What follows belongs to an exercise in optimizing a design on an open flow for small area and few clock cycles; a production flow would make more cautious choices. Only simulation tests tie the RTL to the original design; equivalence was not proved. Power is estimated from default activity; no workload was simulated.

== build 81 ==
## alu
module alu #(
	parameter INST_W = 4,
	parameter INT_W  = 6,
	parameter FRAC_W = 10,
	parameter DATA_W = INT_W + FRAC_W
)(
	input                      i_clk,
	input                      i_rst_n,
	input                      i_in_valid,
	output                     o_busy,
	input         [INST_W-1:0] i_inst,
	input  signed [DATA_W-1:0] i_data_a,
	input  signed [DATA_W-1:0] i_data_b,
	output                     o_out_valid,
	output        [DATA_W-1:0] o_data
);
For scale: roughly 2800 cells after synthesis, about 350 flip-flops, roughly 57 I/O pins.
==> flow/config.mk <==
export PLATFORM = sky130hd
export DESIGN_NAME = alu
export DESIGN_NICKNAME = alu
export VERILOG_FILES = /design/flow/design.v
export SDC_FILE = /design/flow/constraint.sdc
export NUM_CORES = 4
export LEC_CHECK = 0
export ABC_AREA = 1
export CAP_MARGIN = 20
export CORE_MARGIN = 2
export CORE_UTILIZATION = 45
export CTS_BUF_LIST = sky130_fd_sc_hd__clkbuf_8
export CTS_CLUSTER_DIAMETER = 60
export CTS_CLUSTER_SIZE = 16
export GPL_TIMING_DRIVEN = 0
export SLEW_MARGIN = 20
==> flow/constraint.sdc <==
create_clock -name core_clock -period 10.0 [get_ports {i_clk}]
set_input_delay 2.0000 -clock core_clock [delete_from_list [all_inputs] [get_ports {i_clk}]]
set_output_delay 2.0000 -clock core_clock [all_outputs]
set_load 0.01 [all_outputs]
run.sh (not shown) runs the stock make flow with config.mk's settings and CLKGATE_MAP_FILE= SYNTH_SCRIPT=/design/flow/synth_recipe.tcl, a recipe that flattens the netlist after the stock synthesis.
Testbench counts of build 81, summed over its fixed seeds: cycles 8,008.
--- input diff build 81..build 61 ---
Settings: SLEW_MARGIN changed from 20 to 0; CTS_CLUSTER_DIAMETER removed (was 60); CTS_CLUSTER_SIZE removed (was 16); CAP_MARGIN changed from 20 to 0; CTS_BUF_LIST changed from sky130_fd_sc_hd__clkbuf_8 to sky130_fd_sc_hd__clkbuf_4; GPL_TIMING_DRIVEN removed (was 0).
Results
Diff build 81 -> build 61 | maximum frequency | up by a few percent
Clock power ends up lower on build 81.
The lower cell area reported after detailed placement of build 81 and build 61 is in build 81.
diff inputs: build 61 => build 14
Settings: CTS_BUF_LIST changed from sky130_fd_sc_hd__clkbuf_4 to sky130_fd_sc_hd__clkbuf_16; CAP_MARGIN changed from 0 to 20; SLEW_MARGIN changed from 0 to 20; CTS_CLUSTER_DIAMETER newly set to 80; CTS_CLUSTER_SIZE newly set to 24; GPL_TIMING_DRIVEN newly set to 0.
### Flow results
On total power after layout, build 14 and build 61 are basically level. Setup slack of the most critical reg-to-reg path deteriorates in build 14 relative to build 61. Diff build 61 -> build 14 | wire length per cell | increase of about 7%. Looking at design area, build 14 sits about 1.6% lower than build 61 does. Net count after synthesis across build 14 and build 61: no real change. Compare build 14 and build 61 | first-pass detailed-route iteration total lower: build 61. Summary of the comparison: combinational group share of total power is higher in build 14, relative to build 61.
Modified inputs, build 26 compared to build 14
Settings: GPL_TIMING_DRIVEN: 0 -> unset; CTS_BUF_LIST: sky130_fd_sc_hd__clkbuf_16 -> unset; CTS_CLUSTER_DIAMETER: 80 -> unset; CTS_CLUSTER_SIZE: 24 -> unset.
--- outcome ---
- Routed wire length sits lower in build 26 than in build 14.
- Build 26 against build 14: maximum number of pins on one net before global-route repair picked up an extra 13; total power climbed 2.3%; via count closely matched the old numbers.
- Looking at post-CTS setup-driven buffer insertion count across build 14 and build 26, the one that comes out lower is build 26.


alu, a different RTL version from the one above (not shown whole).
For scale: ~2500 cells after synthesis, roughly 0.024 mm2 of cells after synthesis.
// alu
module alu #(
	parameter INST_W = 4,
	parameter INT_W  = 6,
	parameter FRAC_W = 10,
	parameter DATA_W = INT_W + FRAC_W
)(
	input                      i_clk,
	input                      i_rst_n,
	input                      i_in_valid,
	output                     o_busy,
	input         [INST_W-1:0] i_inst,
	input  signed [DATA_W-1:0] i_data_a,
	input  signed [DATA_W-1:0] i_data_b,
	output                     o_out_valid,
	output        [DATA_W-1:0] o_data
);
Settings: LEC_CHECK=0, ABC_AREA=1, CAP_MARGIN=20, CORE_MARGIN=2, CORE_UTILIZATION=45, CTS_BUF_LIST=sky130_fd_sc_hd__clkbuf_8, CTS_CLUSTER_DIAMETER=60, CTS_CLUSTER_SIZE=16, GPL_TIMING_DRIVEN=0, SLEW_MARGIN=20; clock period 10.0 ns.
standard.sh (not shown) runs the stock make flow with config.mk's settings and CLKGATE_MAP_FILE= SYNTH_SCRIPT=/design/flow/synth_recipe.tcl, a recipe that flattens the netlist after the stock synthesis.
==> flow/flow/run.sh <==
#!/bin/bash
# Own layout flow: the standard synthesis, then inverters around full
# adders are removed (fixinv.py flips adders, which are self-dual; if it
# fails, the standard netlist is kept), then the standard layout with
# smaller port buffers (buf_2).
# Each step writes its full output to its own log in the work folder.
set -euo pipefail
cd "$(dirname "$0")/.."
W=$(pwd)
R=$W/orfs/results/${FLOW_PLATFORM:-sky130hd}/alu/base
bash standard.sh synth > synth.log 2>&1
cp "$R/1_2_yosys.v" "$W/1_2_yosys_standard.v"
if python3 flow/fixinv.py "$W/1_2_yosys_standard.v" "$W/1_2_yosys_fixinv.v" > fixinv.log 2>&1; then
  cp "$W/1_2_yosys_fixinv.v" "$R/1_2_yosys.v"
  rm -f "$R/1_synth.odb" "$R/1_synth.sdc"
fi
bash standard.sh "BUFFER_PORTS_ARGS=-buffer_cell sky130_fd_sc_hd__buf_2" finish > layout.log 2>&1
==> flow/flow/fixinv.py <==
#!/usr/bin/env python3
"""Remove inverters around full adders in a Yosys gate netlist.
A full adder is self-dual: FA(~a,~b,~c) = (~sum, ~cout). Flipping an adder
(complementing its three inputs and both outputs) keeps the function; this
greedily flips adders where that lowers the number of inverters.
usage: fixinv.py in.v out.v"""
import re, sys

INV_RE = re.compile(r"sky130_fd_sc_hd__(inv|clkinv)_\d+$")
FA_RE = re.compile(r"sky130_fd_sc_hd__fa_\d+$")

def parse(path):
    text = open(path).read()
    lines = text.split("\n")
    head, cells, tail = [], [], []
    i = 0
    ports = set()
    # header: until first cell instance
    cell_start = re.compile(r"^  (sky130_fd_sc_hd__\w+) (\S+)\s+\($")
    while i < len(lines) and not cell_start.match(lines[i]):
        head.append(lines[i])
        m = re.match(r"^\s*(input|output)\s+(\[\d+:\d+\]\s+)?(\S+);", lines[i])
        if m:
            ports.add(m.group(3))
        i += 1
    while i < len(lines):
        m = cell_start.match(lines[i])
        if not m:
            break
        typ, name = m.group(1), m.group(2)
        pins = []
        i += 1
        while lines[i].strip() != ");":
            pm = re.match(r"^\s*\.(\w+)\((.*)\),?$", lines[i])
            assert pm, lines[i]
            pins.append([pm.group(1), pm.group(2)])
            i += 1
        i += 1
        cells.append([typ, name, pins])
    tail = lines[i:]
    if any("sky130_fd_sc_hd__" in l for l in tail):
        raise SystemExit("fixinv: could not parse every cell")
    return head, cells, tail, ports

def is_port_net(net, ports):
    base = net.split("[")[0].strip()
    return base in ports

OUTPINS = ("X", "Y", "Q", "Q_N", "SUM", "COUT", "HI", "LO")

class Net:
    pass

def run(inp, outp):
    head, cells, tail, ports = parse(inp)
    C = {c[1]: c for c in cells}
    order = [c[1] for c in cells]
    newnets = []
    cnt = [0]

    def index():
        drv, loads = {}, {}
        for n in order:
            typ, name, pins = C[n]
            for p, net in pins:
                if p in OUTPINS:
                    drv[net] = (name, p)
                else:
                    loads.setdefault(net, []).append((name, p))
        return drv, loads

    def pin(cell, p):
        for q in cell[2]:
            if q[0] == p:
                return q
        raise KeyError(p)

    def newnet():
        cnt[0] += 1
        nm = f"_fixinv_n{cnt[0]}_"
        newnets.append(nm)
        return nm

    def newinv(a, y):
        cnt[0] += 1
        nm = f"_fixinv_c{cnt[0]}_"
        C[nm] = ["sky130_fd_sc_hd__inv_1", nm, [["A", a], ["Y", y]]]
        order.append(nm)

    def ninv():
        return sum(1 for n in order if INV_RE.match(C[n][0]))

    def flip(fname):
        drv, loads = index()
        fa = C[fname]
        # inputs
        for p in ("A", "B", "CIN"):
            q = pin(fa, p)
            n = q[1]
            d = drv.get(n)
            if d and INV_RE.match(C[d[0]][0]):
                q[1] = pin(C[d[0]], "A")[1]
            else:
                ex = [l for l in loads.get(n, []) if INV_RE.match(C[l[0]][0])]
                if ex:
                    q[1] = pin(C[ex[0][0]], "Y")[1]
                else:
                    y = newnet()
                    newinv(n, y)
                    q[1] = y
        # outputs
        for p in ("SUM", "COUT"):
            q = pin(fa, p)
            old = q[1]
            nn = newnet()
            q[1] = nn
            need_inv = is_port_net(old, ports)
            for (ln, lp) in loads.get(old, []):
                if ln == fname:
                    need_inv = True
                    continue
                lc = C[ln]
                if INV_RE.match(lc[0]) and not is_port_net(pin(lc, "Y")[1], ports):
                    y = pin(lc, "Y")[1]
                    # every use of y becomes nn
                    for m in order:
                        for pp in C[m][2]:
                            if pp[1] == y and pp[0] not in OUTPINS:
                                pp[1] = nn
                    order.remove(ln); del C[ln]
                else:
                    need_inv = True
            if need_inv:
                newinv(nn, old)
        # drop dead inverters
        changed = True
        while changed:
            changed = False
            drv, loads = index()
            for m in list(order):
                if INV_RE.match(C[m][0]):
                    y = pin(C[m], "Y")[1]
                    if not loads.get(y) and not is_port_net(y, ports):
                        order.remove(m); del C[m]; changed = True

    import copy
    fas = [n for n in order if FA_RE.match(C[n][0])]
    base = ninv()
    start = base
    for it in range(4):
        improved = False
        for f in fas:
            snap = (copy.deepcopy(C), list(order), list(newnets), cnt[0])
            flip(f)
            now = ninv()
            if now < base:
                base = now; improved = True
            else:
                C.clear(); C.update(snap[0]); order[:] = snap[1]; newnets[:] = snap[2]; cnt[0] = snap[3]
        if not improved:
            break
    sys.stderr.write(f"fixinv: inverters {start} -> {base}\n")
    # every net with a load must have a driver or be a port
    drv, loads = index()
    for net in loads:
        if net not in drv and not is_port_net(net, ports) and not net.startswith("1'"):
            raise SystemExit(f"fixinv: net {net} lost its driver")
    # write
    out = []
    for l in head:
        out.append(l)
    # declare new nets before cells (after last wire line in head)
    used = set()
    for n in order:
        for p, net in C[n][2]:
            used.add(net)
    decl = [f"  wire {n};" for n in newnets if n in used]
    out = out[:-1] + decl + out[-1:] if out and out[-1].strip() == "" else out + decl
    for n in order:
        typ, name, pins = C[n]
        out.append(f"  {typ} {name} (")
        out.append(",\n".join(f"    .{p}({net})" for p, net in pins))
        out.append("  );")
    out.extend(tail)
    open(outp, "w").write("\n".join(out))

if __name__ == "__main__":
    run(sys.argv[1], sys.argv[2])
Testbench counts at the start, summed over its fixed seeds: cycles 8,008.
Edit:
--- a/flow/flow/fixinv.py
+++ b/flow/flow/fixinv.py
@@ -160,5 +160,41 @@
         if not improved:
             break
-    sys.stderr.write(f"fixinv: inverters {start} -> {base}\n")
+    # absorb inverters into xor2 / xnor2 (xor2 with one input or its
+    # output complemented is xnor2, and the other way round)
+    XO = {"sky130_fd_sc_hd__xor2_1": ("sky130_fd_sc_hd__xnor2_1", "X", "Y"),
+          "sky130_fd_sc_hd__xnor2_1": ("sky130_fd_sc_hd__xor2_1", "Y", "X")}
+    def swap_xor(x):
+        nt, op, np_ = XO[C[x][0]]
+        C[x][0] = nt
+        pin(C[x], op)[0] = np_
+    changed = True
+    while changed:
+        changed = False
+        drv, loads = index()
+        for m in list(order):
+            if m not in C or not INV_RE.match(C[m][0]):
+                continue
+            a = pin(C[m], "A")[1]; y = pin(C[m], "Y")[1]
+            d = drv.get(a)
+            if (d and C[d[0]][0] in XO and len(loads.get(a, [])) == 1
+                    and not is_port_net(a, ports)):
+                x = d[0]
+                swap_xor(x)
+                out = XO[C[x][0]][1] if False else None
+                for q in C[x][2]:
+                    if q[0] in ("X", "Y"):
+                        q[1] = y
+                order.remove(m); del C[m]
+                changed = True
+                break
+            ls = loads.get(y, [])
+            if (len(ls) == 1 and C[ls[0][0]][0] in XO and not is_port_net(y, ports)):
+                x, p = ls[0]
+                swap_xor(x)
+                pin(C[x], p)[1] = a
+                order.remove(m); del C[m]
+                changed = True
+                break
+    sys.stderr.write(f"fixinv: inverters {start} -> {base} -> {ninv()} after xor absorption\n")
     # every net with a load must have a driver or be a port
     drv, loads = index()
CORE_UTILIZATION = 65   (was 45)
Critical path depth does not change.
Maximum frequency goes up by 0.84%.
Area after synthesis barely changes.
Non-clock buffer count went down by 7.
Total power came out lower by 3.1%.
First-iteration DRC count climbs by 37%.
Sequential cell count stays the same.
Global-route usage rises by 11 points.
Worst hold slack got worse by 10 ps.
Combinational power shrinks by about 2%.
Die area decreases by 30%.
Edit:
--- a/flow/flow/run.sh
+++ b/flow/flow/run.sh
@@ -3,5 +3,5 @@
 # adders are removed (fixinv.py flips adders, which are self-dual; if it
 # fails, the standard netlist is kept), then the standard layout with
-# smaller port buffers (buf_2).
+# smaller port buffers (buf_2) and a clock tree without dummy loads.
 # Each step writes its full output to its own log in the work folder.
 set -euo pipefail
@@ -15,3 +15,5 @@
   rm -f "$R/1_synth.odb" "$R/1_synth.sdc"
 fi
-bash standard.sh "BUFFER_PORTS_ARGS=-buffer_cell sky130_fd_sc_hd__buf_2" finish > layout.log 2>&1
+# clock tree as config.mk sets it, without dummy loads
+CTS="-sink_clustering_enable -repair_clock_nets -buf_list sky130_fd_sc_hd__clkbuf_8 -sink_clustering_size 16 -sink_clustering_max_diameter 60 -dont_use_dummy_load"
+bash standard.sh "BUFFER_PORTS_ARGS=-buffer_cell sky130_fd_sc_hd__buf_2" "CTS_ARGS=$CTS" finish > layout.log 2>&1
- total power went down by 0.85%
- setup slack loses 60 ps
- fmax went down by 0.62%
- via count hardly moves
- combinational power hardly moves
Edit:
==> flow/flow/run.sh (replaced) <==
#!/bin/bash
# Own layout flow: the standard synthesis, then inverters around full
# adders are removed (fixinv.py flips adders, which are self-dual; if it
# fails, the standard netlist is kept), then the standard layout with
# smaller port buffers (buf_2).
# Each step writes its full output to its own log in the work folder.
set -euo pipefail
cd "$(dirname "$0")/.."
W=$(pwd)
R=$W/orfs/results/${FLOW_PLATFORM:-sky130hd}/alu/base
bash standard.sh synth > synth.log 2>&1
cp "$R/1_2_yosys.v" "$W/1_2_yosys_standard.v"
if python3 flow/fixinv.py "$W/1_2_yosys_standard.v" "$W/1_2_yosys_fixinv.v" > fixinv.log 2>&1; then
  cp "$W/1_2_yosys_fixinv.v" "$R/1_2_yosys.v"
  rm -f "$R/1_synth.odb" "$R/1_synth.sdc"
fi
bash standard.sh "BUFFER_PORTS_ARGS=-buffer_cell sky130_fd_sc_hd__buf_2" finish > layout.log 2>&1
--- a/flow/flow/fixinv.py
+++ b/flow/flow/fixinv.py
@@ -160,41 +160,5 @@
         if not improved:
             break
-    # absorb inverters into xor2 / xnor2 (xor2 with one input or its
-    # output complemented is xnor2, and the other way round)
-    XO = {"sky130_fd_sc_hd__xor2_1": ("sky130_fd_sc_hd__xnor2_1", "X", "Y"),
-          "sky130_fd_sc_hd__xnor2_1": ("sky130_fd_sc_hd__xor2_1", "Y", "X")}
-    def swap_xor(x):
-        nt, op, np_ = XO[C[x][0]]
-        C[x][0] = nt
-        pin(C[x], op)[0] = np_
-    changed = True
-    while changed:
-        changed = False
-        drv, loads = index()
-        for m in list(order):
-            if m not in C or not INV_RE.match(C[m][0]):
-                continue
-            a = pin(C[m], "A")[1]; y = pin(C[m], "Y")[1]
-            d = drv.get(a)
-            if (d and C[d[0]][0] in XO and len(loads.get(a, [])) == 1
-                    and not is_port_net(a, ports)):
-                x = d[0]
-                swap_xor(x)
-                out = XO[C[x][0]][1] if False else None
-                for q in C[x][2]:
-                    if q[0] in ("X", "Y"):
-                        q[1] = y
-                order.remove(m); del C[m]
-                changed = True
-                break
-            ls = loads.get(y, [])
-            if (len(ls) == 1 and C[ls[0][0]][0] in XO and not is_port_net(y, ports)):
-                x, p = ls[0]
-                swap_xor(x)
-                pin(C[x], p)[1] = a
-                order.remove(m); del C[m]
-                changed = True
-                break
-    sys.stderr.write(f"fixinv: inverters {start} -> {base} -> {ninv()} after xor absorption\n")
+    sys.stderr.write(f"fixinv: inverters {start} -> {base}\n")
     # every net with a load must have a driver or be a port
     drv, loads = index()
Result: Area after synthesis stays flat. Sequential power stays flat. Clock-buffer cell count goes up by 1.
Edit:
CORE_UTILIZATION = 55   (was 65)
Count of clock-buffer cells in the layout does not change.
Worst hold slack loses 3.3 ps.
Wire length grows by 1.8%.
Power grows by 3.5%.
Non-clock buffer count shrinks by 4.
Register-to-register slack gains 110 ps.

[static timing again, ports no longer ideal]
No port has a modelled driver above. Below, the same layouts with a new extraction and two added sets of constraints. Step 1: set_driving_cell puts a clkbuf_16 on i_clk and a buf_2 on each other input, an assumption about the parent block. Step 2, shift: input delay + t, output delay - t, t = (earliest + latest rising clock arrival at the registers) / 2. This alone moves slack from input paths to output paths. a / b / c = ideal ports / drivers / drivers and shift; a / b = the first two.
run	t, ns	setup WS [ns]	worst setup path at the end
build 81	0.710	0.397 / 0.426 / -0.285	input to register
build 61	0.869	0.975 / 0.995 / 0.127	input to register
build 14	0.625	0.304 / 0.335 / -0.290	input to register
build 26	0.621	0.681 / 0.706 / 0.086	input to register
the first run of note 2	0.702	0.275 / 0.308 / -0.394	input to register
the second run of note 2	0.647	0.356 / 0.376 / -0.271	input to register
the third run of note 2	0.611	0.296 / 0.322 / -0.289	input to register
the fourth run of note 2	0.639	0.230 / 0.248 / -0.391	input to register
the fifth run of note 2	0.648	0.165 / 0.192 / -0.456	input to register
Met with ideal ports but missed after step 2: setup timing in 7 of these runs. For build 61, which loses most, drivers alone change the setup slack by +0.020 ns; drivers and shift together by -0.848 ns.
